Context: an optimization exercise on an open-source flow, tuned for small area and a short achievable clock period. The choices shown serve that exercise and are no tape-out recipe. In this exercise RTL edits were held to simulation tests only and were not proved equivalent to the original. No activity file was given, so power comes from the tool's default toggle rates.

// hdc1080_readings_to_ascii
module hdc1080_readings_to_ascii(
    i_clk, i_srst,
    i_display_temp, i_display_humid,
    i_hygro_op_mode, i_hygro_display_mode,
    o_txt_ascii_line1, o_txt_ascii_line2);
input wire i_clk;
input wire i_srst;
input wire [15:0] i_display_temp;
input wire [15:0] i_display_humid;
input wire [0:0] i_hygro_op_mode;
input wire [2:0] i_hygro_display_mode;
output wire [(16*8-1):0] o_txt_ascii_line1;
output wire [(16*8-1):0] o_txt_ascii_line2;
function automatic [7:0] ascii_of_hdigit(input [3:0] v);
    ascii_of_hdigit = (v < 4'd10) ? {4'h3, v} : (8'h37 + {4'h0, v});
endfunction
function automatic [3:0] dig(input [3:0] a, input [2:0] b);
    dig = a - {b, 1'b0} - {b[0], 3'b000};
endfunction
function automatic [18:0] x5(input [15:0] x);
    reg [18:0] a, b;
    reg c;
    integer i;
    begin
        a = {3'b000, x};
        b = {1'b0, x, 2'b00};
        c = 1'b0;
        for (i = 0; i < 19; i = i + 1) begin
            x5[i] = a[i] ^ b[i] ^ c;
            c = (a[i] & b[i]) | (a[i] & c) | (b[i] & c);
        end
    end
endfunction
function automatic [19:0] x9(input [15:0] x);
    reg [19:0] a, b;
    reg c;
    integer i;
    begin
        a = {4'b0000, x};
        b = {1'b0, x, 3'b000};
        c = 1'b0;
        for (i = 0; i < 20; i = i + 1) begin
            x9[i] = a[i] ^ b[i] ^ c;
            c = (a[i] & b[i]) | (a[i] & c) | (b[i] & c);
        end
    end
endfunction
  ...
clock: 17.0 ns
lec_check: 0
abc_area: 1
cap_margin: 20
core_margin: 2
core_utilization: 40
slew_margin: 20
synth_hierarchical: 1
standard.sh (not shown) runs the stock make flow with config.mk's settings and CLKGATE_MAP_FILE= SYNTH_SCRIPT=/design/flow/synth_recipe.tcl, a recipe that flattens the netlist after the stock synthesis.
==> flow/flow/run.sh <==
#!/bin/bash
# Standard layout (standard.sh, with config.mk's settings) with these changes:
#  - synthesis is the standard flow's script with ABC mapping by flow/abc.script (dc2
#    restructuring, then area-oriented mapping twice), and adders are left to
#    ABC (no full/half adder cell extraction),
#  - ports are buffered with sky130_fd_sc_hd__buf_1,
#  - constant outputs share one tie cell per value,
#  - repair_timing aims for 12.5 ns of setup slack.
set -euo pipefail
W=$PWD
export FLOW_ABC_SCRIPT=$W/flow/abc.script
bash standard.sh SYNTH_SCRIPT=$W/flow/synth.tcl ADDER_MAP_FILE= \
  'BUFFER_PORTS_ARGS=-buffer_cell sky130_fd_sc_hd__buf_1' \
  SETUP_SLACK_MARGIN=12.5 SKIP_REPAIR_TIE_FANOUT=1 finish > standard_flow.log 2>&1
==> flow/flow/abc.script <==
strash
dc2
dch
map -B 0.9
strash
dch
map -B 0.9
topo
stime -c
buffer -c
upsize -c
dnsize -c
==> flow/flow/synth.tcl <==
# The standard flow's synthesis script (synth_recipe.tcl), with ABC run on this flow's own
# mapping script (flow/abc.script) in place of ORFS's.
proc synth {args} { yosys synth -nofsm -noshare {*}$args }
proc abc {args} {
  set i [lsearch -exact $args -script]
  if {$i >= 0} { lset args [expr {$i + 1}] $::env(FLOW_ABC_SCRIPT) }
  yosys abc {*}$args
}
source $::env(SCRIPTS_DIR)/synth.tcl
# left out here: clear keep_hierarchy, flatten, clean up, hide names made inside functions, write 1_2_yosys.v
Rerun with:
--- a/flow/design.v
+++ b/flow/design.v
@@ -5,22 +5,25 @@
     o_txt_ascii_line1, o_txt_ascii_line2);
 input wire i_clk;
 input wire i_srst;
 input wire [15:0] i_display_temp;
 input wire [15:0] i_display_humid;
 input wire [0:0] i_hygro_op_mode;
 input wire [2:0] i_hygro_display_mode;
 output wire [(16*8-1):0] o_txt_ascii_line1;
 output wire [(16*8-1):0] o_txt_ascii_line2;
 function automatic [7:0] ascii_of_hdigit(input [3:0] v);
     ascii_of_hdigit = (v < 4'd10) ? {4'h3, v} : (8'h37 + {4'h0, v});
+endfunction
+function automatic [7:0] ascii_of_digit(input [3:0] v);
+    ascii_of_digit = {4'h3, v};
 endfunction
 function automatic [3:0] dig(input [3:0] a, input [2:0] b);
     dig = a - {b, 1'b0} - {b[0], 3'b000};
 endfunction
 function automatic [18:0] x5(input [15:0] x);
     reg [18:0] a, b;
     reg c;
     integer i;
     begin
         a = {3'b000, x};
         b = {1'b0, x, 2'b00};
@@ -104,36 +107,36 @@
 wire [3:0]  f_d2 = f_neg ? neg_code(f_v2 + f_b1) : f_v2;
 wire [3:0]  f_d1 = f_neg ? neg_code(f_v1 + f_b0) : f_v1;
 wire [3:0]  f_d0 = f_neg ? neg_code({1'b0, f_v0}) : f_v0;
 wire [18:0] h_q3 = x5(r_h);                               
 wire [17:0] h_q2 = x5({1'b0, h_q3[14:0]});                
 wire [16:0] h_q1 = x5({2'b00, h_q2[13:0]});               
 wire [15:0] h_q0 = x5({3'b000, h_q1[12:0]});              
 wire [3:0]  h_d3 = h_q3[18:15];
 wire [3:0]  h_d2 = h_q2[17:14];
 wire [3:0]  h_d1 = h_q1[16:13];
 wire [3:0]  h_d0 = h_q0[15:12];
-wire [7:0] s_c7  = (c_d4 == 4'h0) ? 8'h20 : ascii_of_hdigit(c_d4);
-wire [7:0] s_c8  = ((c_d4 == 4'h0) && (c_d3 == 4'h0)) ? 8'h20 : ascii_of_hdigit(c_d3);
-wire [7:0] s_c9  = ascii_of_hdigit(c_d2);
-wire [7:0] s_c11 = ascii_of_hdigit(c_d1);
-wire [7:0] s_c12 = ascii_of_hdigit(c_d0);
-wire [7:0] s_f7  = (f_d4 == 4'h0) ? 8'h20 : ascii_of_hdigit(f_d4);
+wire [7:0] s_c7  = (c_d4 == 4'h0) ? 8'h20 : ascii_of_digit(c_d4);
+wire [7:0] s_c8  = ((c_d4 == 4'h0) && (c_d3 == 4'h0)) ? 8'h20 : ascii_of_digit(c_d3);
+wire [7:0] s_c9  = ascii_of_digit(c_d2);
+wire [7:0] s_c11 = ascii_of_digit(c_d1);
+wire [7:0] s_c12 = ascii_of_digit(c_d0);
+wire [7:0] s_f7  = (f_d4 == 4'h0) ? 8'h20 : ascii_of_digit(f_d4);
 wire [7:0] s_f8  = ((f_d4 == 4'h0) && (f_d3 == 4'h0)) ? 8'h20 : ascii_of_hdigit(f_d3);
 wire [7:0] s_f9  = ascii_of_hdigit(f_d2);
 wire [7:0] s_f11 = ascii_of_hdigit(f_d1);
 wire [7:0] s_f12 = ascii_of_hdigit(f_d0);
-wire [7:0] s_h8  = (h_d3 == 4'h0) ? 8'h20 : ascii_of_hdigit(h_d3);
-wire [7:0] s_h9  = ascii_of_hdigit(h_d2);
-wire [7:0] s_h11 = ascii_of_hdigit(h_d1);
-wire [7:0] s_h12 = ascii_of_hdigit(h_d0);
+wire [7:0] s_h8  = (h_d3 == 4'h0) ? 8'h20 : ascii_of_digit(h_d3);
+wire [7:0] s_h9  = ascii_of_digit(h_d2);
+wire [7:0] s_h11 = ascii_of_digit(h_d1);
+wire [7:0] s_h12 = ascii_of_digit(h_d0);
 reg  [60:0] r_o;
 wire [60:0] s_o;
 hdc_sel u_sel (
     .i_op(i_hygro_op_mode[0]), .i_dm(i_hygro_display_mode),
     .i_c7(s_c7), .i_c8(s_c8), .i_c9(s_c9), .i_c11(s_c11), .i_c12(s_c12),
     .i_f7(s_f7), .i_f8(s_f8), .i_f9(s_f9), .i_f11(s_f11), .i_f12(s_f12),
     .i_h8(s_h8), .i_h9(s_h9), .i_h11(s_h11), .i_h12(s_h12),
     .o_d(s_o));
 always @(posedge i_clk) r_o <= s_o;
 assign o_txt_ascii_line1 = {
     1'b0, r_o[39], ~r_o[39], r_o[1], r_o[19], r_o[1], 1'b0, r_o[19],
Via count rose slightly.
Cell count went down slightly.
Synthesized cell count is higher slightly.
Register-to-register slack degrades by 0.07 ns.
Global-route usage goes up by 0.37 points.
Clock power hardly moves.
Combinational power fell by a few percent.
Final area drops slightly.
Sequential share of layout area rises by 0.21 points.
Setup slack gains 0.017 ns.
Power is lower by a few percent.
Area after synthesis decreases slightly.

separate check: timing with driven ports:
How much do the figures lean on ideal ports? The routed layouts below were timed once more, with nothing changed but the port constraints.
Step 1 assumes that a clkbuf_16 drives the clock port and a buf_2 every other input.
Step 2 moves the port delays by t, midway between the first and last clock arrival at a register: inputs arrive t later, outputs are due t later. That takes back most of the time a late clock gives input paths.
a / b / c = ideal / step 1 / step 2; a / b = the first two.
| run | t, ns | setup slack, ns | worst register clock-pin slew, ns |
|---|---|---|---|
| the first run | 0.401 | 12.576 / 12.528 / 12.289 | 0.08 / 0.08 |
| the second run | 0.393 | 12.593 / 12.545 / 12.367 | 0.08 / 0.08 |
After both steps every run listed still meets setup and hold. For the first run, which loses most, drivers alone change the setup slack by -0.048 ns; drivers and shift together by -0.287 ns.
